Background: an optimization exercise with open tools, aiming at small area. Do not read the settings as production practice. Where RTL was checked, it was by simulation tests only, not by an equivalence proof against the original. Function not checked in runs 2 and 3: the RTL went through the layout flow alone. No activity file was given, so power comes from the tool's default toggle rates.

$ cat flow/design.v
module FPGA_ScoreBoard_TOP(
	input CLK_50MHZ,
	input BTN_WEST,
	input RS232_DCE_RXD,
	output RS232_DCE_TXD,
	output [21:0] NF_A,
	input [7:0] NF_D_I,
	output [7:0] NF_D_O,
	output NF_D_OE,
	output NF_CE, NF_BYTE, NF_OE,
	output reg NF_RP,
	output NF_WE, NF_WP
);
wire clk = CLK_50MHZ;
wire rst = BTN_WEST;
reg [1:0] bc;                  
reg [11:0] acc;
reg tick_rx, tick_tx;
reg [3:0] tdiv;                
wire [12:0] acc_sum = {1'b0, acc} + 13'd151;
always @(posedge clk)
	if (rst) begin acc <= 0; tick_rx <= 0; end
	else begin acc <= acc_sum[11:0]; tick_rx <= ~acc[11] & acc_sum[11]; end
always @(posedge clk)
	if (rst) begin tdiv <= 0; tick_tx <= 0; end
	else begin
		tick_tx <= tick_rx & (tdiv == 4'd7);
		if (tick_rx) tdiv <= tdiv + 1'b1;
	end
reg mdone;
wire mrst = ~mdone;
always @(posedge clk)
	if (rst) mdone <= 0;
	else if (acc == 12'd1943) mdone <= 1;
always @(posedge clk) NF_RP <= rst;
reg rx_s1, rx_s2, rx_m;
reg r2, r3;
reg [7:0] rc;
reg [7:0] rxdata;              
wire maj = (r3 & r2) | (r3 & rx_s2) | (r2 & rx_s2);
wire rx_idle = (rc == 8'd255);
wire bytedone = ~mrst & tick_rx & (rc == 8'd0);
wire rx_shift = ~mrst & tick_rx & ~rx_idle & (rc[3:0] == 4'd4);
always @(posedge clk)
	if (tick_rx) begin rx_s1 <= RS232_DCE_RXD; rx_s2 <= rx_s1; rx_m <= rx_s2; end
always @(posedge clk)
	if (mrst) rc <= 8'd255;
	else if (tick_rx) begin
		if (rx_idle) begin if (rx_m & ~rx_s2) rc <= 8'd143; end
		else begin
			rc <= rc - 1'b1;
			if (rc[3:0] == 4'd11) r3 <= rx_s2;
			if (rc[3:0] == 4'd8) r2 <= rx_s2;
		end
	end
always @(posedge clk)
	if (rx_shift & bc != 2'd2) rxdata <= {maj, rxdata[7:1]};
reg [4:0] ps;
reg cmd_q;
reg [7:0] R;                   
reg [3:0] ts;
wire tx_wait = (ts == 4'd12) | (ts == 4'd13);
wire pickup = tick_tx & tx_wait;
always @(posedge clk)
	if (rst) ps <= (ps == 5'd11) ? 5'd12 : (ps >= 5'd13 & ps <= 5'd22) ? 5'd31 : 5'd0;
	else if (bytedone) ps <= 5'd1;
	else if (ps == 5'd0) ps <= 5'd0;
	else if (ps <= 5'd3) begin if (tick_rx) ps <= ps + 1'b1; end
	else if (ps == 5'd7 & bc != 2'd2) ps <= 5'd0;
	else if (ps == 5'd29) ps <= 5'd30;
	else if (ps == 5'd30) begin if (mrst | pickup) ps <= 5'd0; end
	else if (ps == 5'd31) ps <= 5'd0;
	else ps <= ps + 1'b1;
always @(posedge clk)
	if (rst) bc <= 0;
	else if (ps == 5'd7) bc <= (bc == 2'd2) ? 2'd0 : bc + 1'b1;
always @(posedge clk)
	if (rst) begin if (ps == 5'd11) cmd_q <= 0; end
	else if (ps == 5'd7 & bc == 2'd0) cmd_q <= rxdata[0];
wire act = (ps >= 5'd14 & ps <= 5'd23) | (ps == 5'd31);
always @(posedge clk)
	if (mrst) ts <= 4'd11;
	else if (tick_tx) begin
		if (tx_wait) ts <= (ps == 5'd30) ? 4'd15 : 4'd12;
		else if (ts == 4'd15) ts <= 4'd0;
		else if (ts == 4'd9) ts <= 4'd13;
		else if (ts == 4'd11) ts <= 4'd12;
		else ts <= ts + 1'b1;
	end
assign RS232_DCE_TXD = (ts == 4'd0) ? 1'b0 : (ts == 4'd11 | ts == 4'd12 | ts == 4'd15) ? 1'b1 : ~R[0];
always @(posedge clk)
	if (ps == 5'd23 & cmd_q) R <= NF_D_I;
	else if ((rx_shift & bc == 2'd2) | (~mrst & tick_tx & ts >= 4'd1 & ts <= 4'd7)) R <= {maj, R[7:1]};
assign NF_A[21:8] = 14'd0;
assign NF_A[7:0] = rxdata;
assign NF_D_O = R;
assign NF_CE = ~act;
assign NF_OE = ~(act & cmd_q);
assign NF_WE = ~(act & ~cmd_q);
assign NF_D_OE = act & ~cmd_q;
assign NF_BYTE = 1'b0;
assign NF_WP = 1'b0;
endmodule
$ cat flow/flow/run.sh
#!/bin/bash
# Layout flow: the standard flow (standard.sh) with three synthesis/placement settings changed:
#  - adders are left to ABC instead of being mapped to half/full-adder cells (ADDER_MAP_FILE empty),
#  - ABC maps with Yosys's default area-oriented script instead of ORFS's speed script,
#  - ports are buffered with sky130_fd_sc_hd__buf_1.
# The synthesis script is synth_recipe.tcl with only its source line pointed at the edited copy of
# ORFS's synth.tcl, so synth still runs with -nofsm -noshare and the netlist is flattened and
# renamed as synth_recipe.tcl does. Each tool's output goes to the logs ORFS writes under orfs/logs;
# make's own output goes to flow_make.log.
set -euo pipefail
W=$(pwd)
sed 's|log_cmd abc {\*}\$abc_args|abc {*}[lrange $abc_args 2 end-2]|' \
  "$FLOW_HOME/scripts/synth.tcl" > "$W/flow_synth.tcl"
grep -q 'abc {\*}\[lrange \$abc_args 2 end-2\]' "$W/flow_synth.tcl"
sed "s|source \$::env(SCRIPTS_DIR)/synth.tcl|source $W/flow_synth.tcl|" \
  "$W/synth_recipe.tcl" > "$W/flow_synth_recipe.tcl"
grep -q "source $W/flow_synth.tcl" "$W/flow_synth_recipe.tcl"
sed "s|SYNTH_SCRIPT=[^ ]*|SYNTH_SCRIPT=$W/flow_synth_recipe.tcl|" "$W/standard.sh" > "$W/flow_standard.sh"
grep -q "SYNTH_SCRIPT=$W/flow_synth_recipe.tcl" "$W/flow_standard.sh"
bash "$W/flow_standard.sh" ADDER_MAP_FILE= "BUFFER_PORTS_ARGS=-buffer_cell sky130_fd_sc_hd__buf_1" finish \
  "CTS_ARGS=-sink_clustering_enable -repair_clock_nets -dont_use_dummy_load -buf_list sky130_fd_sc_hd__clkbuf_8 -sink_clustering_size 64 -sink_clustering_max_diameter 500 -sink_clustering_levels 1" > "$W/flow_make.log" 2>&1
$ cat flow/standard.sh
#!/bin/bash
# synth_recipe.tcl (not shown) runs the flow's synth.tcl, then flattens the netlist and writes it again
# the make line also repeats each setting of config.mk as NAME=value (left out here)
make -C /OpenROAD-flow-scripts/flow DESIGN_CONFIG=/design/flow/config.mk WORK_HOME=/design/flow/orfs CLKGATE_MAP_FILE= SYNTH_SCRIPT=/design/flow/synth_recipe.tcl "${@:-finish}"
$ cat flow/config.mk
export PLATFORM = sky130hd
export DESIGN_NAME = FPGA_ScoreBoard_TOP
export DESIGN_NICKNAME = FPGA_ScoreBoard_TOP
export VERILOG_FILES = /design/flow/design.v
export SDC_FILE = /design/flow/constraint.sdc
export NUM_CORES = 4
export LEC_CHECK = 0
export CAP_MARGIN = 20
export CORE_MARGIN = 2
export CORE_UTILIZATION = 40
export SLEW_MARGIN = 20
$ cat flow/constraint.sdc
create_clock -name core_clock -period 20.0 [get_ports {CLK_50MHZ}]
set_input_delay 4.0000 -clock core_clock [delete_from_list [all_inputs] [get_ports {CLK_50MHZ}]]
set_output_delay 4.0000 -clock core_clock [all_outputs]
set_load 0.01 [all_outputs]
==> results of run 1 <==
==> synthesized netlist by cell type (all sizes together), types with 6 or more instances <==
library cell	number	share of area [%]
o21ai	14	2.6
mux2	8	3.3
buf	18	5.0
a21oi	14	2.6
o211ai	7	1.9
nor2	17	2.3
inv	7	0.97
nand4	6	1.4
nand2	24	3.3
clkbuf	8	1.1
nor2b	8	1.8
edfxtp	27	30
nand3	7	1.3
dfxtp	34	25
nor3	11	2.0
==> final cells by class <==
type,instances,area share [%]
repair buffers,33,4.31
well taps,80,3.38
clock buffers,9,4.18
multi-input cells,189,36.9
flip-flops and latches,61,50.3
inverters,7,0.887
==> layer usage <==
metal	up-vias	share of wire [%]	track usage [%]
met3	2	4.4	6.10
li1	1005	-	-
met2	39	46	18.5
met4	0	0.68	6.53
met5	-	0	0
met1	875	49	16.5
==> logic make-up (layout without fill, tap and decap cells) <==
group	count (synthesis)	after routing	synth area share, %
and+or+nand+nor	101	101	18.9
DFF	61	61	54.9
AOI/OAI and AO/OA	55	55	12.7
buffers and inverters	33	49	7.09
xor gates and xnor gates	8	8	2.58
muxes	8	8	3.32
adders and majority gates	1	1	0.369
other	1	16	0.138
==> state kept, by name, summed over array words and instances (netlist names), 2 cells and up <==
name / flops
R: 8
acc: 12
bc: 2
ps: 5
rc: 8
rxdata: 8
tdiv: 4
ts: 4
==> power groups by stage <==
stage | registers (µW) | logic, µW | clock network [µW]
CTS | 153 | 34.0 | 82.9
finish | 154 | 33.9 | 79.1
global placement | 155 | 34.1 | 0
detailed placement | 156 | 33.8 | 0
global route | 155 | 39.6 | 88.6
floorplan | 147 | 36.5 | 0
==> through the flow <==
stage	setup slack (ns)	utilization, %	std cells	instance area, µm²	hold WS (ns)
after floorplan	14.76	-	283	2770	0.400
after global placement	14.73	42.4	370	2830	0.402
after detailed placement	14.71	42.5	370	2840	0.405
after CTS	14.35	44.3	379	2960	0.419
after global routing	14.20	44.3	379	2960	0.427
final	14.38	44.3	379	2960	0.420
==> path summary, 6_finish.rpt <==
check / start / end / slack, ns / cells past startpoint
worst max-delay path: ps[0] / NF_D_OE / 14.38 / 5
worst min register to register: rx_s1 / rx_s2 / 0.42 / 0
worst max register to register: mdone / rxdata[3] / 17.71 / 3
worst min-delay path: rx_s1 / rx_s2 / 0.42 / 0
==> worst max-delay path: stages (launching register included) <==
cell                       delay, ns
sky130_fd_sc_hd__edfxtp_1       0.52
sky130_fd_sc_hd__nand3_1        0.19
sky130_fd_sc_hd__a31oi_1        0.28
sky130_fd_sc_hd__nand2b_1       0.11
sky130_fd_sc_hd__inv_1          0.06
sky130_fd_sc_hd__buf_1          0.14
==> metrics.md, run 1 <==
| Metric | Value |
|---|---|
| Run status | complete, no violations |
| Total number of clock tree sinks | 61 |
| Area occupied by multi-input gates | 0.00109 mm² |
| Cell-internal power | between 150 and 200 µW |
| Post-synth top flop | sky130_fd_sc_hd__dfxtp_1 |
| Count of nets left with antenna violations after detail routing | 0 |
| Leftover overflow at the end of global routing | 0 |
| Ratio of routed vias to standard cells | 5.07 |
| Horizontal extent of the die | 86.4 µm |
| Critical-path maximum fanout | 11 |
| Number of optimization iterations in the first detailed-route pass | 4 |
| Final GP Congestion | 0.803 |
| Final Routed Wirelength | 4.53 mm |
| Fill count | 642 |
| Net count reported at finish | 312 |
| Postcts setup bufs | 0 |
| Area growth from synthesis to layout | 9.07% |
| Number of vias after detailed routing | around 1900 |
| Post-Synthesis Cells | approximately 270 |
| Most frequent standard cell in the layout excluding fill and tap cells | sky130_fd_sc_hd__dfxtp_1 |
| Max Transition Viols Final | 0 |
| Netlist Area Pre-Place | 0.00272 mm² |
| Max clock buf depth | 2 |
| Setup TNS | 0 ns |
| Pwr Density | 90.0 mW/mm² |
| Pin count of the biggest net entering global routing | 27 |
| Share of total power in sequential cells | 57.6% |
| Final worst clock skew | roughly 0.019 ns |
| Switching component of the power | 72.1 µW |
| Worst supply voltage drop on vdd | 34.6 µV |
| Crit path time final | 5.62 ns |
| Row Count | 30 |
| Initial antenna violation count | 0 |
| Sequential fraction of the synthesis area | a little over half |
| CTS tree | yes |
| H-tree levels | 3 |
| Path type of the worst min-delay path | reg2reg |
| DRC Markers | 0 |
| Post-synthesis register bit count | 61 |
| Number of diodes added for antenna fixing | 0 |
| Clk pin slew, worst setup/hold paths | 0.06 ns |
| Measured slew at the worst slew-check pin | 0.927 ns |
| Worst slew slack as a fraction of its limit | 37.4% |
| Floorplan die area | between 0.007 and 0.008 mm² |
| Required time worst endpoint | 16.00 ns |
| Leading cell types in the layout, fill and taps excluded | 34 x sky130_fd_sc_hd__dfxtp_1, 32 x sky130_fd_sc_hd__buf_1, 27 x sky130_fd_sc_hd__edfxtp_1, 24 x sky130_fd_sc_hd__nand2_1, 17 x sky130_fd_sc_hd__nor2_1 |
| Cts hold-fix bufs | 0 |
| Power after layout | ~270 µW |
| Synth unique cells | 41 |
| Switching share of power | roughly 27% |
| Final-report hold violation count | 0 |
| Highest attainable clock frequency | 178 MHz |
| Final count of negative-setup-slack endpoints | 0 |
| Setup repair after global routing missed its margin | false |
| Share of the cycle needed by the critical path after routing | 28.1% |
| Quantity of I/O buffers inserted on ports | 32 |
| Buffer type at the clock tree root | sky130_fd_sc_hd__clkbuf_8 |
| Clock buffer count from CTS | 9 |
| Startpoint class of the critical path | flop |
| Static Leakage | 0.00108 µW |
| Number of placed I/O pins | 49 |
| Total number of yosys warnings | 1 |
| Critical path type | reg2out |
| # Max-Cap Violations | 0 |
| Reg area | 0.00149 mm² |
| Height of the die | between 80 and 90 µm |
| Type of destination of the critical path | primary output |
| Part of the total power dissipated in combinational logic | between 10% and 20% |
| Area of the core | 0.00668 mm² |
| Starting Density | around 41% |
| Average cell area after synthesis | just over 10 µm² |
| Share of synthesized flip-flops with an asynchronous set or reset | 0% |
| DR WL/cell | 12.0 µm |
| All-layer global routing usage | 13.0% |
| Data arrival at the endpoint of the critical path | 1.62 ns |
| Proportion of power drawn by the clock network | 29.7% |
| Post-detailed-placement half-perimeter wirelength | 3.25 mm |
| First DRT Iteration DRCs | 101 |
| Share of layout cells above drive strength 1 | 7.69% |
| Post-cts repair resize count | 0 |
| First-pass GRT wire length | 7.47 mm |
| Clock latency on the worst-skew pair | 0.33 ns |
| Number of global-route vias before repair | 1666 |
| Number of synthesized flops with an enable pin | 27 |
==> inputs of run 2 (changes only) <==
--- a/flow/design.v
+++ b/flow/design.v
@@ -35,7 +35,6 @@
 always @(posedge clk) NF_RP <= rst;
-reg rx_s1, rx_s2, rx_m;
-reg r2, r3;
+reg rx_s1, rx_s2, m3, r2;
 reg [7:0] rc;
 reg [7:0] rxdata;              
-wire maj = (r3 & r2) | (r3 & rx_s2) | (r2 & rx_s2);
+wire maj = (m3 & r2) | (m3 & rx_s2) | (r2 & rx_s2);
 wire rx_idle = (rc == 8'd255);
@@ -43,4 +42,8 @@
 wire rx_shift = ~mrst & tick_rx & ~rx_idle & (rc[3:0] == 4'd4);
+wire r3_hold = ~rx_idle & (rc[3:0] >= 4'd5) & (rc[3:0] <= 4'd10);
 always @(posedge clk)
-	if (tick_rx) begin rx_s1 <= RS232_DCE_RXD; rx_s2 <= rx_s1; rx_m <= rx_s2; end
+	if (tick_rx) begin
+		rx_s1 <= RS232_DCE_RXD; rx_s2 <= rx_s1;
+		if (~r3_hold) m3 <= rx_s2;
+	end
 always @(posedge clk)
@@ -48,6 +51,5 @@
 	else if (tick_rx) begin
-		if (rx_idle) begin if (rx_m & ~rx_s2) rc <= 8'd143; end
+		if (rx_idle) begin if (m3 & ~rx_s2) rc <= 8'd143; end
 		else begin
 			rc <= rc - 1'b1;
-			if (rc[3:0] == 4'd11) r3 <= rx_s2;
 			if (rc[3:0] == 4'd8) r2 <= rx_s2;
--- a/flow/flow/run.sh
+++ b/flow/flow/run.sh
@@ -20,2 +20,2 @@
 bash "$W/flow_standard.sh" ADDER_MAP_FILE= "BUFFER_PORTS_ARGS=-buffer_cell sky130_fd_sc_hd__buf_1" finish \
-  "CTS_ARGS=-sink_clustering_enable -repair_clock_nets -dont_use_dummy_load -buf_list sky130_fd_sc_hd__clkbuf_8 -sink_clustering_size 64 -sink_clustering_max_diameter 500 -sink_clustering_levels 1" > "$W/flow_make.log" 2>&1
+  "CTS_ARGS=-sink_clustering_enable -repair_clock_nets -dont_use_dummy_load -buf_list sky130_fd_sc_hd__clkbuf_4 -sink_clustering_size 20" > "$W/flow_make.log" 2>&1
==> metrics.md, run 2 <==
| Metric | Value |
|---|---|
| Reg-to-reg endpoint | R[7] (was rxdata[3]) |
| Setup TNS | 0 ns (unchanged) |
| Starting Density | 42.0% (was 40.7%) |
| Measured slew at the worst slew-check pin | 0.603 ns (was 0.927 ns) |
| Clock latency on the worst-skew pair | 0.39 ns (was 0.33 ns) |
| Quantity of I/O buffers inserted on ports | 32 (unchanged) |
| Final Routed Wirelength | 4.72 mm (was 4.53 mm) |
| Standard cell area after detailed placement | 0.00284 mm² (about the same) |
| First DRT Iteration DRCs | 105 (was 101) |
| Synth unique cells | 46 (was 41) |
| Share of synthesized flip-flops with an asynchronous set or reset | 0% (unchanged) |
| Number of global-route vias before repair | 1763 (was 1666) |
| Cts hold-fix bufs | 0 (unchanged) |
| Clk pin slew, worst setup/hold paths | 0.08 ns (was 0.06 ns) |
| Post-Synthesis Cells | 262 (was 268) |
| Netlist Area Pre-Place | 0.00270 mm² (was 0.00272 mm²) |
| Share of the cycle needed by the critical path after routing | 28.4% (was 28.1%) |
| Post-synthesis register bit count | 60 (was 61) |
| Area growth from synthesis to layout | 7.55% (was 9.07%) |
| Number of vias after detailed routing | 1927 (was 1921) |
| Final instance count without filler cells | 373 (was 379) |
| Max clock buf depth | 2 (unchanged) |
| Area contributors post-synth | sky130_fd_sc_hd__edfxtp_1 29%, sky130_fd_sc_hd__dfxtp_1 25%, sky130_fd_sc_hd__buf_4 4.4%, sky130_fd_sc_hd__nand2_1 3.8%, sky130_fd_sc_hd__mux2_2 3.3% (was sky130_fd_sc_hd__edfxtp_1 30%, sky130_fd_sc_hd__dfxtp_1 25%, sky130_fd_sc_hd__buf_4 4.4%, sky130_fd_sc_hd__mux2_2 3.3%, sky130_fd_sc_hd__nand2_1 3.3%) |
| Critical path type | reg2out (unchanged) |
| Final count of negative-setup-slack endpoints | 0 (unchanged) |
| Number of flip-flops in the largest register | 12 (unchanged) |
| Data arrival at the endpoint of the critical path | 1.69 ns (was 1.62 ns) |
| Number of synthesized flops with an enable pin | 26 (was 27) |
| Share of layout cells above drive strength 1 | 9.46% (was 7.69%) |
| Total number of yosys warnings | 1 (unchanged) |
| H-tree levels | 3 (unchanged) |
| DR WL/cell | 12.7 µm (was 12.0 µm) |
| Largest reg by FF count | acc (unchanged) |
| Post-synth top flop | sky130_fd_sc_hd__dfxtp_1 (unchanged) |
| Clock buffer count from CTS | 9 (unchanged) |
| Number of placed I/O pins | 49 (unchanged) |
| Net count reported at finish | 309 (was 312) |
| Floorplan die area | 0.00742 mm² (was 0.00747 mm²) |
| CTS tree | yes (unchanged) |
| Horizontal extent of the die | 86.2 µm (was 86.4 µm) |
| Path type of the worst min-delay path | reg2reg (unchanged) |
| Post-detailed-placement half-perimeter wirelength | 3.31 mm (was 3.25 mm) |
| All-layer global routing usage | 14.0% (was 13.0%) |
| Row Count | 29 (was 30) |
| Top cells by instance count after synthesis | 34 x sky130_fd_sc_hd__dfxtp_1, 27 x sky130_fd_sc_hd__nand2_1, 26 x sky130_fd_sc_hd__edfxtp_1 (was 34 x sky130_fd_sc_hd__dfxtp_1, 27 x sky130_fd_sc_hd__edfxtp_1, 24 x sky130_fd_sc_hd__nand2_1) |
| Total number of clock tree sinks | 60 (was 61) |
| Post-Layout Inst Area | 0.00290 mm² (was 0.00296 mm²) |
| Final core utilization | 45.2% (was 44.3%) |
| Worst slew slack as a fraction of its limit | 59.7% (was 37.4%) |
| First-pass GRT wire length | 8.08 mm (was 7.47 mm) |
| Leftover overflow at the end of global routing | 0 (unchanged) |
| Post-placement cell count | 364 (was 370) |
| Height of the die | 86.2 µm (was 86.4 µm) |
| Path depth of the worst reg2reg path | 4 (was 3) |
| Initial antenna violation count | 0 (unchanged) |
| Leading cell types in the layout, fill and taps excluded | 34 x sky130_fd_sc_hd__dfxtp_1, 32 x sky130_fd_sc_hd__buf_1, 27 x sky130_fd_sc_hd__nand2_1, 26 x sky130_fd_sc_hd__edfxtp_1, 16 x sky130_fd_sc_hd__conb_1 (was 34 x sky130_fd_sc_hd__dfxtp_1, 32 x sky130_fd_sc_hd__buf_1, 27 x sky130_fd_sc_hd__edfxtp_1, 24 x sky130_fd_sc_hd__nand2_1, 17 x sky130_fd_sc_hd__nor2_1) |
| Pin count of the biggest net entering global routing | 29 (was 27) |
| GR Layer Usage met1 | 17.7% (was 16.5%) |
| Worst min-delay path endpoint | rx_s2 (unchanged) |
| Met2 demand-to-capacity share in global routing | 21.4% (was 18.5%) |
| Average cell area after synthesis | 10.3 µm² (was 10.1 µm²) |
| Global-route track usage on met3 | 5.49% (was 6.10%) |
| Final worst clock skew | 0.0294 ns (was 0.0190 ns) |
| Startpoint class of the critical path | flop (unchanged) |
| Post-cts repair resize count | 0 (unchanged) |
| Static Leakage | 0.00105 µW (was 0.00108 µW) |
| Setup repair after global routing missed its margin | false (unchanged) |
| Max Transition Viols Final | 0 (unchanged) |
| Reg2Reg Setup Slack | 18.01 ns (was 17.71 ns) |
| Postcts setup bufs | 0 (unchanged) |
| Final GP Congestion | 0.821 (was 0.803) |
| Sequential fraction of the synthesis area | 54.1% (was 54.9%) |
| Final-report hold violation count | 0 (unchanged) |
| Required time worst endpoint | 16.00 ns (about the same) |
| Crit path time final | 5.69 ns (was 5.62 ns) |
| Origin of the worst min-delay path | rx_s1 (unchanged) |
| Ratio of routed vias to standard cells | 5.17 (was 5.07) |
| Area share of the leading cell type in the synthesized netlist | 28.9% (was 29.8%) |
| Launching point of the worst reg2reg path | ps[0] (was mdone) |
| Count of nets left with antenna violations after detail routing | 0 (unchanged) |
| Critical-path maximum fanout | 8 (was 11) |
| Highest attainable clock frequency | 176 MHz (was 178 MHz) |
| Hold-critical path depth | 0 (unchanged) |
| Area of the core | 0.00642 mm² (was 0.00668 mm²) |
| Most frequently used cell type in the post-synthesis netlist | sky130_fd_sc_hd__dfxtp_1 (unchanged) |
| # Max-Cap Violations | 0 (unchanged) |
| Number of optimization iterations in the first detailed-route pass | 4 (unchanged) |
| DRC Markers | 0 (unchanged) |
| Buffer type at the clock tree root | sky130_fd_sc_hd__clkbuf_4 (was sky130_fd_sc_hd__clkbuf_8) |
| Top cell type by total area after synthesis | sky130_fd_sc_hd__edfxtp_1 (unchanged) |
| Most used routing layer in global routing | met2 (unchanged) |
| Pwr Density | 85.2 mW/mm² (was 90.0 mW/mm²) |
| Most frequent standard cell in the layout excluding fill and tap cells | sky130_fd_sc_hd__dfxtp_1 (unchanged) |
| Run status | complete, no violations (unchanged) |
| Worst supply voltage drop on vdd | 23.7 µV (was 34.6 µV) |
| Number of diodes added for antenna fixing | 0 (unchanged) |
| Type of destination of the critical path | primary output (unchanged) |
## run 2: cell count changes after synthesis, moves of 3 or more
cell	delta
sky130_fd_sc_hd__o21bai_1	+3
sky130_fd_sc_hd__nor2b_1	-3
sky130_fd_sc_hd__o21a_1	+3
sky130_fd_sc_hd__a21oi_1	-3
sky130_fd_sc_hd__xnor2_1	-3
sky130_fd_sc_hd__nand2_1	+3
## run 2: logic make-up after synthesis
family	count (synthesis)	share of synthesized area (%)
AOI/OAI and AO/OA	58	14.6
xor gates and xnor gates	6	1.95
adders and majority gates	1	0.371
buffers and inverters	29	6.30
DFF	60	54.1
muxes	8	3.34
other	1	0.139
and+or+nand+nor	99	19.2
## run 2: area by class of cell
cell class / instances / area (µm²)
Clock buffer: 9 / 67.6
Fill cell: 633 / 3520
Inverter: 5 / 18.8
Multi-Input combinational cell: 188 / 1120
Sequential cell: 60 / 1460
Tap cell: 77 / 96.3
Timing Repair Buffer: 34 / 135
## run 2: through the flow
| step | worst slack (ns) | hold slack [ns] | power (µW) |
|---|---|---|---|
| after floorplan | 14.84 | 0.400 | 185 |
| after global placement | 14.79 | 0.407 | 192 |
| after detailed placement | 14.73 | 0.407 | 193 |
| after CTS | 14.28 | 0.426 | 252 |
| after global routing | 14.10 | 0.439 | 264 |
| final | 14.31 | 0.423 | 248 |
## run 2: worst max path at each step
stage	from	end	slack [ns]	cells after the start
3_3_place_gp	ps[0]	NF_D_OE	14.79	5
5_1_grt	ps[0]	NF_D_OE	14.10	5
4_1_cts	ps[0]	NF_D_OE	14.28	5
6_report	ps[0]	NF_D_OE	14.31	5
3_5_place_dp	ps[0]	NF_D_OE	14.73	5
2_1_floorplan	ps[3]	NF_D_OE	14.84	5
## run 2: power by group
part,leakage (µW),internal [µW],switching [µW]
clock,0.0000414,20.9,35.9
sequential,0.000521,139,13.7
combinational,0.000487,15.5,22.6
total,0.00105,175,72.2
## run 2: critical path: stages, from the launching register on
cell                       delay [ns]
sky130_fd_sc_hd__edfxtp_1        0.48
sky130_fd_sc_hd__nand3_1         0.20
sky130_fd_sc_hd__a31oi_1         0.31
sky130_fd_sc_hd__nand2b_1        0.11
sky130_fd_sc_hd__inv_1           0.06
sky130_fd_sc_hd__buf_1           0.14
## run 2: layer usage
metal	vias to the layer above	wire length, µm
met2	54	2150
li1	1002	-
met5	-	0
met4	0	38
met1	869	2310
met3	2	236
==> inputs of run 3 (changes only) <==
--- a/flow/design.v
+++ b/flow/design.v
@@ -35,6 +35,7 @@
 always @(posedge clk) NF_RP <= rst;
-reg rx_s1, rx_s2, m3, r2;
+reg rx_s1, rx_s2, rx_m;
+reg r2, r3;
 reg [7:0] rc;
 reg [7:0] rxdata;              
-wire maj = (m3 & r2) | (m3 & rx_s2) | (r2 & rx_s2);
+wire maj = (r3 & r2) | (r3 & rx_s2) | (r2 & rx_s2);
 wire rx_idle = (rc == 8'd255);
@@ -42,8 +43,4 @@
 wire rx_shift = ~mrst & tick_rx & ~rx_idle & (rc[3:0] == 4'd4);
-wire r3_hold = ~rx_idle & (rc[3:0] >= 4'd5) & (rc[3:0] <= 4'd10);
 always @(posedge clk)
-	if (tick_rx) begin
-		rx_s1 <= RS232_DCE_RXD; rx_s2 <= rx_s1;
-		if (~r3_hold) m3 <= rx_s2;
-	end
+	if (tick_rx) begin rx_s1 <= RS232_DCE_RXD; rx_s2 <= rx_s1; rx_m <= rx_s2; end
 always @(posedge clk)
@@ -51,5 +48,6 @@
 	else if (tick_rx) begin
-		if (rx_idle) begin if (m3 & ~rx_s2) rc <= 8'd143; end
+		if (rx_idle) begin if (rx_m & ~rx_s2) rc <= 8'd143; end
 		else begin
 			rc <= rc - 1'b1;
+			if (rc[3:0] == 4'd11) r3 <= rx_s2;
 			if (rc[3:0] == 4'd8) r2 <= rx_s2;
@@ -83,3 +81,3 @@
 always @(posedge clk)
-	if (mrst) ts <= 4'd11;
+	if (mrst) ts <= 4'd12;
 	else if (tick_tx) begin
@@ -88,9 +86,8 @@
 		else if (ts == 4'd9) ts <= 4'd13;
-		else if (ts == 4'd11) ts <= 4'd12;
 		else ts <= ts + 1'b1;
 	end
-assign RS232_DCE_TXD = (ts == 4'd0) ? 1'b0 : (ts == 4'd11 | ts == 4'd12 | ts == 4'd15) ? 1'b1 : ~R[0];
+assign RS232_DCE_TXD = (ts == 4'd0) ? 1'b0 : (ts == 4'd12 | ts == 4'd15) ? 1'b1 : ~R[0];
 always @(posedge clk)
 	if (ps == 5'd23 & cmd_q) R <= NF_D_I;
-	else if ((rx_shift & bc == 2'd2) | (~mrst & tick_tx & ts >= 4'd1 & ts <= 4'd7)) R <= {maj, R[7:1]};
+	else if ((rx_shift & bc == 2'd2) | (tick_tx & ts >= 4'd1 & ts <= 4'd7)) R <= {maj, R[7:1]};
 assign NF_A[21:8] = 14'd0;
==> metrics.md, run 3 <==
| Metric | Value |
|---|---|
| Share of layout cells above drive strength 1 | 8.93% (was 9.46%) |
| Buffer type at the clock tree root | sky130_fd_sc_hd__clkbuf_4 (unchanged) |
| Post-synth top flop | sky130_fd_sc_hd__dfxtp_1 (unchanged) |
| H-tree levels | 3 (unchanged) |
| Cts hold-fix bufs | 0 (unchanged) |
| Most frequent standard cell in the layout excluding fill and tap cells | sky130_fd_sc_hd__dfxtp_1 (unchanged) |
| Max clock buf depth | 2 (unchanged) |
| Part of the total power dissipated in combinational logic | 15.6% (was 15.4%) |
| Final instance count without filler cells | 368 (was 373) |
| Final worst clock skew | 0.0209 ns (was 0.0294 ns) |
| Crit path launch | ps[3] (was ps[0]) |
| CTS tree | yes (unchanged) |
| Synth Area in Compound Gates | 13.9% (was 14.6%) |
| Max incr delay on CP | 0.50 ns (was 0.48 ns) |
| Number of optimization iterations in the first detailed-route pass | 4 (unchanged) |
| Critical-path maximum fanout | 9 (was 8) |
| Final Routed Wirelength | 4.83 mm (was 4.72 mm) |
| Clk pin slew, worst setup/hold paths | 0.08 ns (about the same) |
| Leftover overflow at the end of global routing | 0 (unchanged) |
| Number of synthesized flops with an enable pin | 27 (was 26) |
| Number of flip-flops in the largest register | 12 (unchanged) |
| Postcts setup bufs | 0 (unchanged) |
| Worst slew slack as a fraction of its limit | 48.4% (was 59.7%) |
| Sequential fraction of the synthesis area | 55.1% (was 54.1%) |
| Largest family of logic cells by synthesized area | simple AND/OR/NAND/NOR gates (unchanged) |
| Slowest cell on crit path | sky130_fd_sc_hd__edfxtp_1 (unchanged) |
| Synth unique cells | 44 (was 46) |
| Reg2Reg Setup Slack | 17.84 ns (was 18.01 ns) |
| Final-report hold violation count | 0 (unchanged) |
| Net count reported at finish | 304 (was 309) |
| Number of placed I/O pins | 49 (unchanged) |
| Worst supply voltage drop on vdd | 46.1 µV (was 23.7 µV) |
| Xor and xnor area share after synthesis | 2.91% (was 1.95%) |
| Share of the cycle needed by the critical path after routing | 28.8% (was 28.4%) |
| Crit path cell chain | and3_1, nor2_1, a31oi_1, nand2b_1, inv_1, buf_1 (was nand3_1, a31oi_1, nand2b_1, inv_1, buf_1) |
| Static Leakage | 0.00107 µW (was 0.00105 µW) |
| Total number of clock tree sinks | 61 (was 60) |
| Critical path type | reg2out (unchanged) |
| Netlist Area Pre-Place | 0.00271 mm² (was 0.00270 mm²) |
| Number of diodes added for antenna fixing | 0 (unchanged) |
| DR WL/cell | 13.1 µm (was 12.7 µm) |
| Path depth of the worst reg2reg path | 4 (unchanged) |
| First-pass GRT wire length | 8.10 mm (was 8.08 mm) |
| Leading cell types in the layout, fill and taps excluded | 34 x sky130_fd_sc_hd__dfxtp_1, 32 x sky130_fd_sc_hd__buf_1, 27 x sky130_fd_sc_hd__edfxtp_1, 21 x sky130_fd_sc_hd__nand2_1, 16 x sky130_fd_sc_hd__conb_1 (was 34 x sky130_fd_sc_hd__dfxtp_1, 32 x sky130_fd_sc_hd__buf_1, 27 x sky130_fd_sc_hd__nand2_1, 26 x sky130_fd_sc_hd__edfxtp_1, 16 x sky130_fd_sc_hd__conb_1) |
| Starting Density | 41.9% (was 42.0%) |
| Largest reg by FF count | acc (unchanged) |
| Share of total power in sequential cells | 61.9% (was 61.7%) |
| Measured slew at the worst slew-check pin | 0.769 ns (was 0.603 ns) |
| Top cell type by total area after synthesis | sky130_fd_sc_hd__edfxtp_1 (unchanged) |
| # Max-Cap Violations | 0 (unchanged) |
| Final GP Congestion | 0.831 (was 0.821) |
| Area growth from synthesis to layout | 7.34% (was 7.55%) |
| Switching share of power | 29.2% (about the same) |
| Family of cells with the greatest summed delay on the critical path | flip-flops (unchanged) |
| Post-detailed-placement half-perimeter wirelength | 3.48 mm (was 3.31 mm) |
| Row Count | 29 (unchanged) |
| Required time worst endpoint | 16.00 ns (about the same) |
| Startpoint class of the critical path | flop (unchanged) |
| DRC Markers | 0 (unchanged) |
| Arithmetic-cell share of the synthesized area counting full adders, half adders and majority gates | 0.370% (was 0.371%) |
| Run status | complete, no violations (unchanged) |
| Reg-to-reg endpoint | R[4] (was R[7]) |
| Pwr Density | 87.0 mW/mm² (was 85.2 mW/mm²) |
| Area contributors post-synth | sky130_fd_sc_hd__edfxtp_1 30%, sky130_fd_sc_hd__dfxtp_1 25%, sky130_fd_sc_hd__buf_4 4.7%, sky130_fd_sc_hd__mux2_2 3.3%, sky130_fd_sc_hd__nand2_1 2.9% (was sky130_fd_sc_hd__edfxtp_1 29%, sky130_fd_sc_hd__dfxtp_1 25%, sky130_fd_sc_hd__buf_4 4.4%, sky130_fd_sc_hd__nand2_1 3.8%, sky130_fd_sc_hd__mux2_2 3.3%) |
| Post-cts repair resize count | 0 (unchanged) |
| Most frequently used cell type in the post-synthesis netlist | sky130_fd_sc_hd__dfxtp_1 (unchanged) |
| Quantity of I/O buffers inserted on ports | 32 (unchanged) |
| Post-synthesis mux area share | 3.33% (was 3.34%) |
| Total number of yosys warnings | 1 (unchanged) |
| Type of destination of the critical path | primary output (unchanged) |
| Critical Path End | NF_D_OE (unchanged) |
| Height of the die | 86.3 µm (was 86.2 µm) |
| First DRT Iteration DRCs | 117 (was 105) |
| Cell-internal power | 179 µW (was 175 µW) |
| Share of synthesized flip-flops with an asynchronous set or reset | 0% (unchanged) |
| Post-synthesis register bit count | 61 (was 60) |
| Path type of the worst min-delay path | reg2reg (unchanged) |
| Proportion of power drawn by the clock network | 22.4% (was 22.9%) |
| Fill count | 607 (was 633) |
| Data arrival at the endpoint of the critical path | 1.76 ns (was 1.69 ns) |
| Number of vias after detailed routing | 1937 (was 1927) |
| Switching component of the power | 73.9 µW (was 72.2 µW) |
| All-layer global routing usage | 14.1% (was 14.0%) |
| Floorplan die area | 0.00745 mm² (was 0.00742 mm²) |
| Count of nets left with antenna violations after detail routing | 0 (unchanged) |
| Initial antenna violation count | 0 (unchanged) |
| Crit path time final | 5.76 ns (was 5.69 ns) |
| Post-Synthesis Cells | 258 (was 262) |
| Setup TNS | 0 ns (unchanged) |
| Pin count of the biggest net entering global routing | 27 (was 29) |
| Post-placement cell count | 359 (was 364) |
| Final count of negative-setup-slack endpoints | 0 (unchanged) |
| Area share of the leading cell type in the synthesized netlist | 29.9% (was 28.9%) |
| Ratio of routed vias to standard cells | 5.26 (was 5.17) |
| Highest attainable clock frequency | 174 MHz (was 176 MHz) |
| Clock latency on the worst-skew pair | 0.39 ns (about the same) |
| Area of the core | 0.00646 mm² (was 0.00642 mm²) |
| Setup repair after global routing missed its margin | false (unchanged) |
| Total stage count of the critical path | 6 (was 5) |
| Average cell area after synthesis | 10.5 µm² (was 10.3 µm²) |
| Number of buffers and inverters on the critical path | 2 (unchanged) |
| Top cells by instance count after synthesis | 34 x sky130_fd_sc_hd__dfxtp_1, 27 x sky130_fd_sc_hd__edfxtp_1, 21 x sky130_fd_sc_hd__nand2_1 (was 34 x sky130_fd_sc_hd__dfxtp_1, 27 x sky130_fd_sc_hd__nand2_1, 26 x sky130_fd_sc_hd__edfxtp_1) |
| Number of global-route vias before repair | 1726 (was 1763) |
| Area share of and/or/nand/nor cells after synthesis | 17.7% (was 19.2%) |
| Max Transition Viols Final | 0 (unchanged) |
| Clock buffer count from CTS | 9 (unchanged) |
| Launching point of the worst reg2reg path | ps[0] (unchanged) |
| Horizontal extent of the die | 86.3 µm (was 86.2 µm) |
-- run 3: worst min-delay path by stage --
| stage | startpoint | end | slack (ns) | cells past startpoint |
|---|---|---|---|---|
| floorplan | rx_s1 | rx_s2 | 0.40 | 0 |
| global placement | rx_s1 | rx_s2 | 0.41 | 0 |
| detailed placement | rx_s1 | rx_s2 | 0.41 | 0 |
| CTS | rx_s1 | rx_s2 | 0.42 | 0 |
| global route | rx_s1 | rx_s2 | 0.44 | 0 |
| finish | rx_s1 | rx_s2 | 0.42 | 0 |
-- run 3: stage by stage --
stage                     hold WS (ns)  util, %  area [µm²]  setup WS, ns  total power [µW]
after detailed placement         0.406     44.0        2840         14.62               198
after global routing             0.435     45.0        2910         14.05               270
after global placement           0.406     43.9        2840         14.63               198
after CTS                        0.423     45.0        2910         14.22               256
after floorplan                  0.400        -        2770         14.70               190
final                            0.420     45.0        2910         14.24               253
-- run 3: metal layers --
metal  GRT usage (%)  wire length [µm]  up-vias
li1                -                 -      992
met4            4.97                63        0
met2            19.5              2040       44
met3            6.19               313        5
met5               0                 0        -
met1            19.5              2410      896
-- run 3: logic make-up after synthesis --
group / count (synthesis)
AND/OR/NAND/NOR: 91
adder cells (fa/ha/maj): 1
flip-flops: 61
multiplexers: 8
buffers and inverters: 30
XOR/XNOR: 9
AO/OA/AOI/OAI: 57
other: 1
-- run 3: final cells by class --
cell class                 instances  area, µm²  area share (%)
timing repair buffer              33        128            4.39
tap                               77       96.3            3.31
inverter                           6       22.5           0.775
clock buffer                       9       67.6            2.32
multi-input combinational        182       1100            37.9
sequential                        61       1490            51.3
-- run 3: power groups by stage --
stage / Sequential, µW / Clock, µW / Combinational (µW)
finish: 157 / 56.8 / 39.5
global route: 159 / 65.1 / 45.4
floorplan: 149 / 0 / 40.8
CTS: 156 / 60.1 / 39.7
global placement: 159 / 0 / 39.8
detailed placement: 159 / 0 / 39.4
==> inputs of run 4 (changes only) <==
--- a/flow/design.v
+++ b/flow/design.v
@@ -35,7 +35,6 @@
 always @(posedge clk) NF_RP <= rst;
-reg rx_s1, rx_s2, rx_m;
-reg r2, r3;
+reg rx_s1, rx_s2, m3, r2;
 reg [7:0] rc;
 reg [7:0] rxdata;              
-wire maj = (r3 & r2) | (r3 & rx_s2) | (r2 & rx_s2);
+wire maj = (m3 & r2) | (m3 & rx_s2) | (r2 & rx_s2);
 wire rx_idle = (rc == 8'd255);
@@ -43,4 +42,8 @@
 wire rx_shift = ~mrst & tick_rx & ~rx_idle & (rc[3:0] == 4'd4);
+wire r3_hold = ~rx_idle & (rc[3:0] >= 4'd5) & (rc[3:0] <= 4'd10);
 always @(posedge clk)
-	if (tick_rx) begin rx_s1 <= RS232_DCE_RXD; rx_s2 <= rx_s1; rx_m <= rx_s2; end
+	if (tick_rx) begin
+		rx_s1 <= RS232_DCE_RXD; rx_s2 <= rx_s1;
+		if (~r3_hold) m3 <= rx_s2;
+	end
 always @(posedge clk)
@@ -48,6 +51,5 @@
 	else if (tick_rx) begin
-		if (rx_idle) begin if (rx_m & ~rx_s2) rc <= 8'd143; end
+		if (rx_idle) begin if (m3 & ~rx_s2) rc <= 8'd143; end
 		else begin
 			rc <= rc - 1'b1;
-			if (rc[3:0] == 4'd11) r3 <= rx_s2;
 			if (rc[3:0] == 4'd8) r2 <= rx_s2;
@@ -69,3 +71,2 @@
 	else if (ps == 5'd7 & bc != 2'd2) ps <= 5'd0;
-	else if (ps == 5'd29) ps <= 5'd30;
 	else if (ps == 5'd30) begin if (mrst | pickup) ps <= 5'd0; end
--- a/flow/flow/run.sh
+++ b/flow/flow/run.sh
@@ -19,3 +19,3 @@
 grep -q "SYNTH_SCRIPT=$W/flow_synth_recipe.tcl" "$W/flow_standard.sh"
-bash "$W/flow_standard.sh" ADDER_MAP_FILE= "BUFFER_PORTS_ARGS=-buffer_cell sky130_fd_sc_hd__buf_1" finish \
+bash "$W/flow_standard.sh" ADDER_MAP_FILE= SKIP_REPAIR_TIE_FANOUT=1 "BUFFER_PORTS_ARGS=-buffer_cell sky130_fd_sc_hd__buf_1" finish \
   "CTS_ARGS=-sink_clustering_enable -repair_clock_nets -dont_use_dummy_load -buf_list sky130_fd_sc_hd__clkbuf_4 -sink_clustering_size 20" > "$W/flow_make.log" 2>&1
==> metrics.md, run 4 <==
| Metric | Value |
|---|---|
| Path depth of the worst reg2reg path | 4 (unchanged) |
| Setup repair after global routing missed its margin | false (unchanged) |
| Cts hold-fix bufs | 0 (unchanged) |
| Area of the core | 0.00642 mm² (was 0.00646 mm²) |
| Initial antenna violation count | 0 (unchanged) |
| Total number of yosys warnings | 1 (unchanged) |
| Startpoint class of the critical path | flop (unchanged) |
| Proportion of power drawn by the clock network | 23.7% (was 22.4%) |
| Share of total power in sequential cells | 62.1% (was 61.9%) |
| Postcts setup bufs | 0 (unchanged) |
| Setup TNS | 0 ns (unchanged) |
| Worst supply voltage drop on vdd | 28.1 µV (was 46.1 µV) |
| Power after layout | 242 µW (was 253 µW) |
| Largest reg by FF count | acc (unchanged) |
| Launching point of the worst reg2reg path | rc[0] (was ps[0]) |
| Crit path time final | 5.68 ns (was 5.76 ns) |
| Fill count | 629 (was 607) |
| Number of global-route vias before repair | 1740 (was 1726) |
| Max clock buf depth | 2 (unchanged) |
| Highest attainable clock frequency | 176 MHz (was 174 MHz) |
| First DRT Iteration DRCs | 106 (was 117) |
| Most frequent standard cell in the layout excluding fill and tap cells | sky130_fd_sc_hd__dfxtp_1 (unchanged) |
| Final-report hold violation count | 0 (unchanged) |
| Number of synthesized flops with an enable pin | 26 (was 27) |
| Required time worst endpoint | 16.00 ns (about the same) |
| Critical path type | reg2out (unchanged) |
| Static Leakage | 0.000974 µW (was 0.00107 µW) |
| Top cells by instance count after synthesis | 34 x sky130_fd_sc_hd__dfxtp_1, 26 x sky130_fd_sc_hd__edfxtp_1, 22 x sky130_fd_sc_hd__nand2_1 (was 34 x sky130_fd_sc_hd__dfxtp_1, 27 x sky130_fd_sc_hd__edfxtp_1, 21 x sky130_fd_sc_hd__nand2_1) |
| Height of the die | 86.0 µm (was 86.3 µm) |
| Measured slew at the worst slew-check pin | 0.757 ns (was 0.769 ns) |
| Final core utilization | 44.1% (was 45.0%) |
| Synth unique cells | 47 (was 44) |
| Number of optimization iterations in the first detailed-route pass | 4 (unchanged) |
| Most frequently used cell type in the post-synthesis netlist | sky130_fd_sc_hd__dfxtp_1 (unchanged) |
| Number of flip-flops in the largest register | 12 (unchanged) |
| Share of the cycle needed by the critical path after routing | 28.4% (was 28.8%) |
| Standard cell area after detailed placement | 0.00276 mm² (was 0.00284 mm²) |
| # Max-Cap Violations | 0 (unchanged) |
| Row Count | 29 (unchanged) |
| Floorplan die area | 0.00739 mm² (was 0.00745 mm²) |
| Area occupied by multi-input gates | 0.00105 mm² (was 0.00110 mm²) |
| Reg2Reg Setup Slack | 17.84 ns (about the same) |
| Net count reported at finish | 294 (was 304) |
| Number of diodes added for antenna fixing | 0 (unchanged) |
| Path type of the worst min-delay path | reg2reg (unchanged) |
| Total number of clock tree sinks | 60 (was 61) |
| Reg-to-reg endpoint | ps[0] (was R[4]) |
| CTS tree | yes (unchanged) |
| Cell-internal power | 173 µW (was 179 µW) |
| Post-synth top flop | sky130_fd_sc_hd__dfxtp_1 (unchanged) |
| Max Transition Viols Final | 0 (unchanged) |
| Area contributors post-synth | sky130_fd_sc_hd__edfxtp_1 29%, sky130_fd_sc_hd__dfxtp_1 25%, sky130_fd_sc_hd__buf_4 4.5%, sky130_fd_sc_hd__mux2_2 3.4%, sky130_fd_sc_hd__nand2_1 3.1% (was sky130_fd_sc_hd__edfxtp_1 30%, sky130_fd_sc_hd__dfxtp_1 25%, sky130_fd_sc_hd__buf_4 4.7%, sky130_fd_sc_hd__mux2_2 3.3%, sky130_fd_sc_hd__nand2_1 2.9%) |
| Run status | complete, no violations (unchanged) |
| Share of synthesized flip-flops with an asynchronous set or reset | 0% (unchanged) |
| Leading cell types in the layout, fill and taps excluded | 34 x sky130_fd_sc_hd__dfxtp_1, 32 x sky130_fd_sc_hd__buf_1, 26 x sky130_fd_sc_hd__edfxtp_1, 22 x sky130_fd_sc_hd__nand2_1, 19 x sky130_fd_sc_hd__nor2_1 (was 34 x sky130_fd_sc_hd__dfxtp_1, 32 x sky130_fd_sc_hd__buf_1, 27 x sky130_fd_sc_hd__edfxtp_1, 21 x sky130_fd_sc_hd__nand2_1, 16 x sky130_fd_sc_hd__conb_1) |
| Worst slew slack as a fraction of its limit | 49.3% (was 48.4%) |
| H-tree levels | 3 (unchanged) |
| Final count of negative-setup-slack endpoints | 0 (unchanged) |
| Part of the total power dissipated in combinational logic | 14.1% (was 15.6%) |
| Final worst clock skew | 0.0296 ns (was 0.0209 ns) |
| Ratio of routed vias to standard cells | 5.29 (was 5.26) |
| Switching component of the power | 68.7 µW (was 73.9 µW) |
| Horizontal extent of the die | 86.0 µm (was 86.3 µm) |
| Area share of the leading cell type in the synthesized netlist | 29.1% (was 29.9%) |
| Pin count of the biggest net entering global routing | 28 (was 27) |
| Post-cts repair resize count | 0 (unchanged) |
| Clock latency on the worst-skew pair | 0.39 ns (about the same) |
| Data arrival at the endpoint of the critical path | 1.68 ns (was 1.76 ns) |
| Final GP Congestion | 0.826 (was 0.831) |
| Number of placed I/O pins | 49 (unchanged) |
| Post-synthesis register bit count | 60 (was 61) |
| Pwr Density | 85.4 mW/mm² (was 87.0 mW/mm²) |
| Average cell area after synthesis | 10.2 µm² (was 10.5 µm²) |
| Switching share of power | 28.4% (was 29.2%) |
| Number of vias after detailed routing | 1894 (was 1937) |
| Clock buffer count from CTS | 9 (unchanged) |
| First-pass GRT wire length | 7.89 mm (was 8.10 mm) |
| Origin of the worst min-delay path | tdiv[3] (was rx_s1) |
| Starting Density | 41.8% (was 41.9%) |
| DR WL/cell | 13.0 µm (was 13.1 µm) |
| Critical-path maximum fanout | 10 (was 9) |
| Buffer type at the clock tree root | sky130_fd_sc_hd__clkbuf_4 (unchanged) |
| Sequential fraction of the synthesis area | 54.4% (was 55.1%) |
| Area growth from synthesis to layout | 5.31% (was 7.34%) |
| Final Routed Wirelength | 4.67 mm (was 4.83 mm) |
| Clk pin slew, worst setup/hold paths | 0.09 ns (was 0.08 ns) |
| Post-Synthesis Cells | 264 (was 258) |
| Leftover overflow at the end of global routing | 0 (unchanged) |
| Post-Layout Inst Area | 0.00283 mm² (was 0.00291 mm²) |
| Count of nets left with antenna violations after detail routing | 0 (unchanged) |
| Share of layout cells above drive strength 1 | 10.3% (was 8.93%) |
| Worst min-delay path endpoint | tick_tx (was rx_s2) |
| All-layer global routing usage | 13.6% (was 14.1%) |
| Type of destination of the critical path | primary output (unchanged) |
| Post-detailed-placement half-perimeter wirelength | 3.24 mm (was 3.48 mm) |
| DRC Markers | 0 (unchanged) |
| Top cell type by total area after synthesis | sky130_fd_sc_hd__edfxtp_1 (unchanged) |
| Hold-critical path depth | 1 (was 0) |
| Quantity of I/O buffers inserted on ports | 32 (unchanged) |
| Netlist Area Pre-Place | 0.00269 mm² (was 0.00271 mm²) |
| Reg area | 0.00146 mm² (was 0.00149 mm²) |
[run 4: cell count changes after synthesis, moves of 3 or more]
cell,delta
sky130_fd_sc_hd__or3_4,+3
sky130_fd_sc_hd__o211ai_1,+3
sky130_fd_sc_hd__nor4b_1,-3
sky130_fd_sc_hd__nor2_1,+4
sky130_fd_sc_hd__and2_1,+4
[run 4: final cells by class]
type | instances | share of cell area, %
Inverter | 6 | 0.796
Clock buffer | 9 | 2.39
Tap cell | 77 | 3.40
Multi-Input combinational cell | 173 | 37.3
Timing Repair Buffer | 33 | 4.51
Sequential cell | 60 | 51.6
[run 4: per-layer routing]
metal / share of wire [%] / vias to the layer above / GRT usage [%]
met5: 0 / - / 0
met4: 1.6 / 0 / 7.36
met3: 5.5 / 6 / 3.85
met2: 44 / 56 / 20.9
met1: 49 / 854 / 17.3
li1: - / 978 / -
[run 4: logic make-up (layout without fill, tap and decap cells)]
family | after synthesis | in the layout | share of synthesized area [%]
compound gates | 57 | 57 | 13.3
xor+xnor | 6 | 6 | 1.96
fa+ha+maj | 1 | 1 | 0.372
buf+inv | 31 | 48 | 6.56
flops | 60 | 60 | 54.4
mux | 8 | 8 | 3.35
other cells | 1 | 1 | 0.140
simple gates | 100 | 100 | 20.0
[run 4: critical path, stage by stage (launching register included)]
cell and delay (ns):
sky130_fd_sc_hd__edfxtp_1 0.52, sky130_fd_sc_hd__nand3_1 0.17, sky130_fd_sc_hd__a31oi_1 0.29, sky130_fd_sc_hd__nand2b_1 0.10, sky130_fd_sc_hd__inv_1 0.06, sky130_fd_sc_hd__buf_1 0.14
[run 4: worst max-delay path by stage]
stage / startpoint / endpoint / cells past startpoint
2_1_floorplan: ps[2] / NF_D_OE / 5
3_3_place_gp: ps[2] / NF_D_OE / 5
3_5_place_dp: ps[2] / NF_D_OE / 5
4_1_cts: ps[2] / NF_D_OE / 5
5_1_grt: ps[2] / NF_D_OE / 5
6_report: ps[2] / NF_D_OE / 5
[run 4: power by group through the flow]
stage	clock, µW	sequential (µW)	combinational [µW]
after global routing	64.6	152	39.0
after global placement	0	152	34.2
after detailed placement	0	153	34.0
final	57.3	150	34.2
after floorplan	0	146	34.8
after CTS	60.1	150	34.3
[run 4: stage by stage]
stage,setup slack (ns),instances,hold WS (ns)
detailed placement,14.75,349,0.405
global route,14.16,358,0.441
floorplan,14.79,264,0.400
finish,14.32,358,0.404
CTS,14.31,358,0.406
global placement,14.82,349,0.405
==> inputs of run 5 (changes only) <==
--- a/flow/flow/run.sh
+++ b/flow/flow/run.sh
@@ -19,3 +19,3 @@
 grep -q "SYNTH_SCRIPT=$W/flow_synth_recipe.tcl" "$W/flow_standard.sh"
-bash "$W/flow_standard.sh" ADDER_MAP_FILE= SKIP_REPAIR_TIE_FANOUT=1 "BUFFER_PORTS_ARGS=-buffer_cell sky130_fd_sc_hd__buf_1" finish \
+bash "$W/flow_standard.sh" ADDER_MAP_FILE= SKIP_REPAIR_TIE_FANOUT=1 RECOVER_POWER=100 "BUFFER_PORTS_ARGS=-buffer_cell sky130_fd_sc_hd__buf_1" finish \
   "CTS_ARGS=-sink_clustering_enable -repair_clock_nets -dont_use_dummy_load -buf_list sky130_fd_sc_hd__clkbuf_4 -sink_clustering_size 20" > "$W/flow_make.log" 2>&1
==> metrics.md, run 5 <==
| Metric | Value |
|---|---|
| Final core utilization | 43.7% (was 44.1%) |
| CTS tree | yes (unchanged) |
| Origin of the worst min-delay path | tdiv[3] (unchanged) |
| Initial antenna violation count | 0 (unchanged) |
| Critical-path maximum fanout | 10 (unchanged) |
| Net count reported at finish | 294 (unchanged) |
| Post-Synthesis Cells | 264 (unchanged) |
| Max Transition Viols Final | 0 (unchanged) |
| Top cells by instance count after synthesis | 34 x sky130_fd_sc_hd__dfxtp_1, 26 x sky130_fd_sc_hd__edfxtp_1, 22 x sky130_fd_sc_hd__nand2_1 (unchanged) |
| Run status | complete, no violations (unchanged) |
| Number of vias after detailed routing | 1896 (was 1894) |
| Post-synthesis register bit count | 60 (unchanged) |
| Share of layout cells above drive strength 1 | 8.54% (was 10.3%) |
| Type of destination of the critical path | primary output (unchanged) |
| Number of optimization iterations in the first detailed-route pass | 4 (unchanged) |
| Leading cell types in the layout, fill and taps excluded | 34 x sky130_fd_sc_hd__dfxtp_1, 32 x sky130_fd_sc_hd__buf_1, 26 x sky130_fd_sc_hd__edfxtp_1, 22 x sky130_fd_sc_hd__nand2_1, 19 x sky130_fd_sc_hd__nor2_1 (unchanged) |
| Quantity of I/O buffers inserted on ports | 32 (unchanged) |
| Final worst clock skew | 0.0304 ns (was 0.0296 ns) |
| Share of synthesized flip-flops with an asynchronous set or reset | 0% (unchanged) |
| Count of nets left with antenna violations after detail routing | 0 (unchanged) |
| Proportion of power drawn by the clock network | 23.9% (was 23.7%) |
| Height of the die | 86.0 µm (unchanged) |
| Pwr Density | 86.2 mW/mm² (was 85.4 mW/mm²) |
| Launching point of the worst reg2reg path | ps[2] (was rc[0]) |
| Reg-to-reg endpoint | R[7] (was ps[0]) |
| Final GP Congestion | 0.826 (unchanged) |
| Part of the total power dissipated in combinational logic | 14.1% (about the same) |
| Area growth from synthesis to layout | 4.47% (was 5.31%) |
| Buffer type at the clock tree root | sky130_fd_sc_hd__clkbuf_4 (unchanged) |
| First DRT Iteration DRCs | 95 (was 106) |
| DR WL/cell | 13.1 µm (was 13.0 µm) |
| Clock latency on the worst-skew pair | 0.39 ns (about the same) |
| Critical path type | reg2out (unchanged) |
| Path type of the worst min-delay path | reg2reg (unchanged) |
| Pin count of the biggest net entering global routing | 28 (unchanged) |
| Post-synth top flop | sky130_fd_sc_hd__dfxtp_1 (unchanged) |
| Final count of negative-setup-slack endpoints | 0 (unchanged) |
| Setup repair after global routing missed its margin | false (unchanged) |
| Number of flip-flops in the largest register | 12 (unchanged) |
| # Max-Cap Violations | 0 (unchanged) |
| Cell-internal power | 173 µW (about the same) |
| Fill count | 631 (was 629) |
| Clk pin slew, worst setup/hold paths | 0.09 ns (about the same) |
| DRC Markers | 0 (unchanged) |
| Top cell type by total area after synthesis | sky130_fd_sc_hd__edfxtp_1 (unchanged) |
| Number of diodes added for antenna fixing | 0 (unchanged) |
| Total number of clock tree sinks | 60 (unchanged) |
| Hold-critical path depth | 1 (unchanged) |
| Ratio of routed vias to standard cells | 5.30 (was 5.29) |
| Final-report hold violation count | 0 (unchanged) |
| Crit path time final | 5.65 ns (was 5.68 ns) |
| Synth unique cells | 47 (unchanged) |
| Number of synthesized flops with an enable pin | 26 (unchanged) |
| Total number of yosys warnings | 1 (unchanged) |
| Worst slew slack as a fraction of its limit | 16.6% (was 49.3%) |
| Most frequently used cell type in the post-synthesis netlist | sky130_fd_sc_hd__dfxtp_1 (unchanged) |
| H-tree levels | 3 (unchanged) |
| Most frequent standard cell in the layout excluding fill and tap cells | sky130_fd_sc_hd__dfxtp_1 (unchanged) |
| All-layer global routing usage | 13.6% (unchanged) |
| Highest attainable clock frequency | 177 MHz (was 176 MHz) |
| Share of the cycle needed by the critical path after routing | 28.3% (was 28.4%) |
| Netlist Area Pre-Place | 0.00269 mm² (unchanged) |
| Row Count | 29 (unchanged) |
| Measured slew at the worst slew-check pin | 1.24 ns (was 0.757 ns) |
| Share of total power in sequential cells | 62.0% (was 62.1%) |
| Max clock buf depth | 2 (unchanged) |
| Reg2Reg Setup Slack | 17.54 ns (was 17.84 ns) |
| Required time worst endpoint | 16.00 ns (about the same) |
| Average cell area after synthesis | 10.2 µm² (unchanged) |
| Path depth of the worst reg2reg path | 4 (unchanged) |
| Cts hold-fix bufs | 0 (unchanged) |
| Leftover overflow at the end of global routing | 0 (unchanged) |
| Area share of the leading cell type in the synthesized netlist | 29.1% (unchanged) |
| Startpoint class of the critical path | flop (unchanged) |
| Switching component of the power | 69.0 µW (was 68.7 µW) |
| Area occupied by multi-input gates | 0.00104 mm² (was 0.00105 mm²) |
| Horizontal extent of the die | 86.0 µm (unchanged) |
| Reg area | 0.00146 mm² (unchanged) |
| Data arrival at the endpoint of the critical path | 1.65 ns (was 1.68 ns) |
| Clock buffer count from CTS | 9 (unchanged) |
| Largest reg by FF count | acc (unchanged) |
| Floorplan die area | 0.00739 mm² (unchanged) |
| Setup TNS | 0 ns (unchanged) |
| Sequential fraction of the synthesis area | 54.4% (unchanged) |
| Starting Density | 41.8% (unchanged) |
| Worst supply voltage drop on vdd | 28.4 µV (was 28.1 µV) |
| First-pass GRT wire length | 7.89 mm (unchanged) |
| Post-cts repair resize count | 0 (unchanged) |
| Postcts setup bufs | 0 (unchanged) |
| Area contributors post-synth | sky130_fd_sc_hd__edfxtp_1 29%, sky130_fd_sc_hd__dfxtp_1 25%, sky130_fd_sc_hd__buf_4 4.5%, sky130_fd_sc_hd__mux2_2 3.4%, sky130_fd_sc_hd__nand2_1 3.1% (unchanged) |
| Switching share of power | 28.5% (was 28.4%) |
| Static Leakage | 0.000972 µW (was 0.000974 µW) |
| Area of the core | 0.00642 mm² (unchanged) |
| Number of global-route vias before repair | 1740 (unchanged) |
| Worst min-delay path endpoint | tick_tx (unchanged) |
| Final Routed Wirelength | 4.70 mm (was 4.67 mm) |
| Post-detailed-placement half-perimeter wirelength | 3.24 mm (unchanged) |
| Number of placed I/O pins | 49 (unchanged) |
| Worst hold margin | 0.404 ns (about the same) |
[run 5: cell counts after synthesis]
Identical to the previous run, type by type.
[run 5: critical path, cell delays in order (launching register included)]
cell and delay (ns):
sky130_fd_sc_hd__edfxtp_1 0.52, sky130_fd_sc_hd__nand3_1 0.16, sky130_fd_sc_hd__a31oi_1 0.29, sky130_fd_sc_hd__nand2b_1 0.10
sky130_fd_sc_hd__inv_1 0.06, sky130_fd_sc_hd__buf_1 0.14
[run 5: layout make-up]
cell class	instances	share of cell area [%]
Inverter	6	0.802
Tap cell	77	3.43
Multi-Input combinational cell	173	36.9
Sequential cell	60	52.0
Timing Repair Buffer	33	4.41
Clock buffer	9	2.41
[run 5: routing by layer]
layer | GRT usage [%] | up-vias | wire length, µm
li1 | - | 979 | -
met1 | 17.3 | 860 | 2310
met2 | 20.9 | 48 | 2070
met3 | 3.85 | 9 | 219
met4 | 7.36 | 0 | 96
met5 | 0 | - | 0
[run 5: per-stage QoR]
stage               cells  setup WS, ns  instance area [µm²]  total power [µW]
finish                358         14.35                 2810               242
global route          358         14.18                 2810               256
CTS                   358         14.31                 2830               244
detailed placement    349         14.75                 2760               187
global placement      349         14.82                 2760               186
floorplan             264         14.79                 2690               180
[run 5: power by group through the flow]
stage	sequential, µW	combinational, µW	clock (µW)
after floorplan	146	34.8	0
after global placement	152	34.2	0
after detailed placement	153	34.0	0
after CTS	150	34.3	60.1
after global routing	152	38.7	64.6
final	150	34.1	57.8
[run 5: worst max-delay path by stage]
stage / startpoint / end / cells after the start
6_report: ps[2] / NF_D_OE / 5
5_1_grt: ps[2] / NF_D_OE / 5
4_1_cts: ps[2] / NF_D_OE / 5
3_5_place_dp: ps[2] / NF_D_OE / 5
3_3_place_gp: ps[2] / NF_D_OE / 5
2_1_floorplan: ps[2] / NF_D_OE / 5
[run 5: kinds of logic after synthesis]
group                    count (synthesis)  synth area share, %
AO/OA/AOI/OAI                           57                 13.3
flip-flops                              60                 54.4
other                                    1                0.140
buffers and inverters                   31                 6.56
AND/OR/NAND/NOR                        100                 20.0
adder cells (fa/ha/maj)                  1                0.372
XOR/XNOR                                 6                 1.96
multiplexers                             8                 3.35

-- afterwards: timing with drivers on the ports --
Ports are ideal in the flow. The routed layouts listed here were re-timed in OpenROAD.
Step 1, drivers: a clkbuf_16 drives CLK_50MHZ and a buf_2 each remaining input, both assumed.
Step 2 moves the port delays by t, midway between the first and last clock arrival at a register: inputs arrive t later, outputs are due t later. That takes back most of the time a late clock gives input paths.
a / b / c = ideal ports / drivers / drivers and shift; a / b = the first two.
| run | t, ns | setup slack, ns | worst setup path after step 2 | worst register clock-pin slew, ns | cell pins on the clock port's net |
|---|---|---|---|---|---|
| run 1 | 0.348 | 14.380 / 14.352 / 14.700 | register to output | 0.07 / 0.07 | 1 |
| run 2 | 0.403 | 14.312 / 14.286 / 14.689 | register to output | 0.10 / 0.10 | 1 |
| run 3 | 0.405 | 14.244 / 14.217 / 14.596 | input to register | 0.10 / 0.10 | 1 |
| run 4 | 0.400 | 14.322 / 14.295 / 14.695 | register to output | 0.10 / 0.10 | 1 |
| run 5 | 0.404 | 14.346 / 14.320 / 14.173 | input to register | 0.10 / 0.10 | 1 |
After both steps setup and hold are still met in every run listed. For run 5, which loses most, drivers alone change the setup slack by -0.026 ns; drivers and shift together by -0.173 ns.
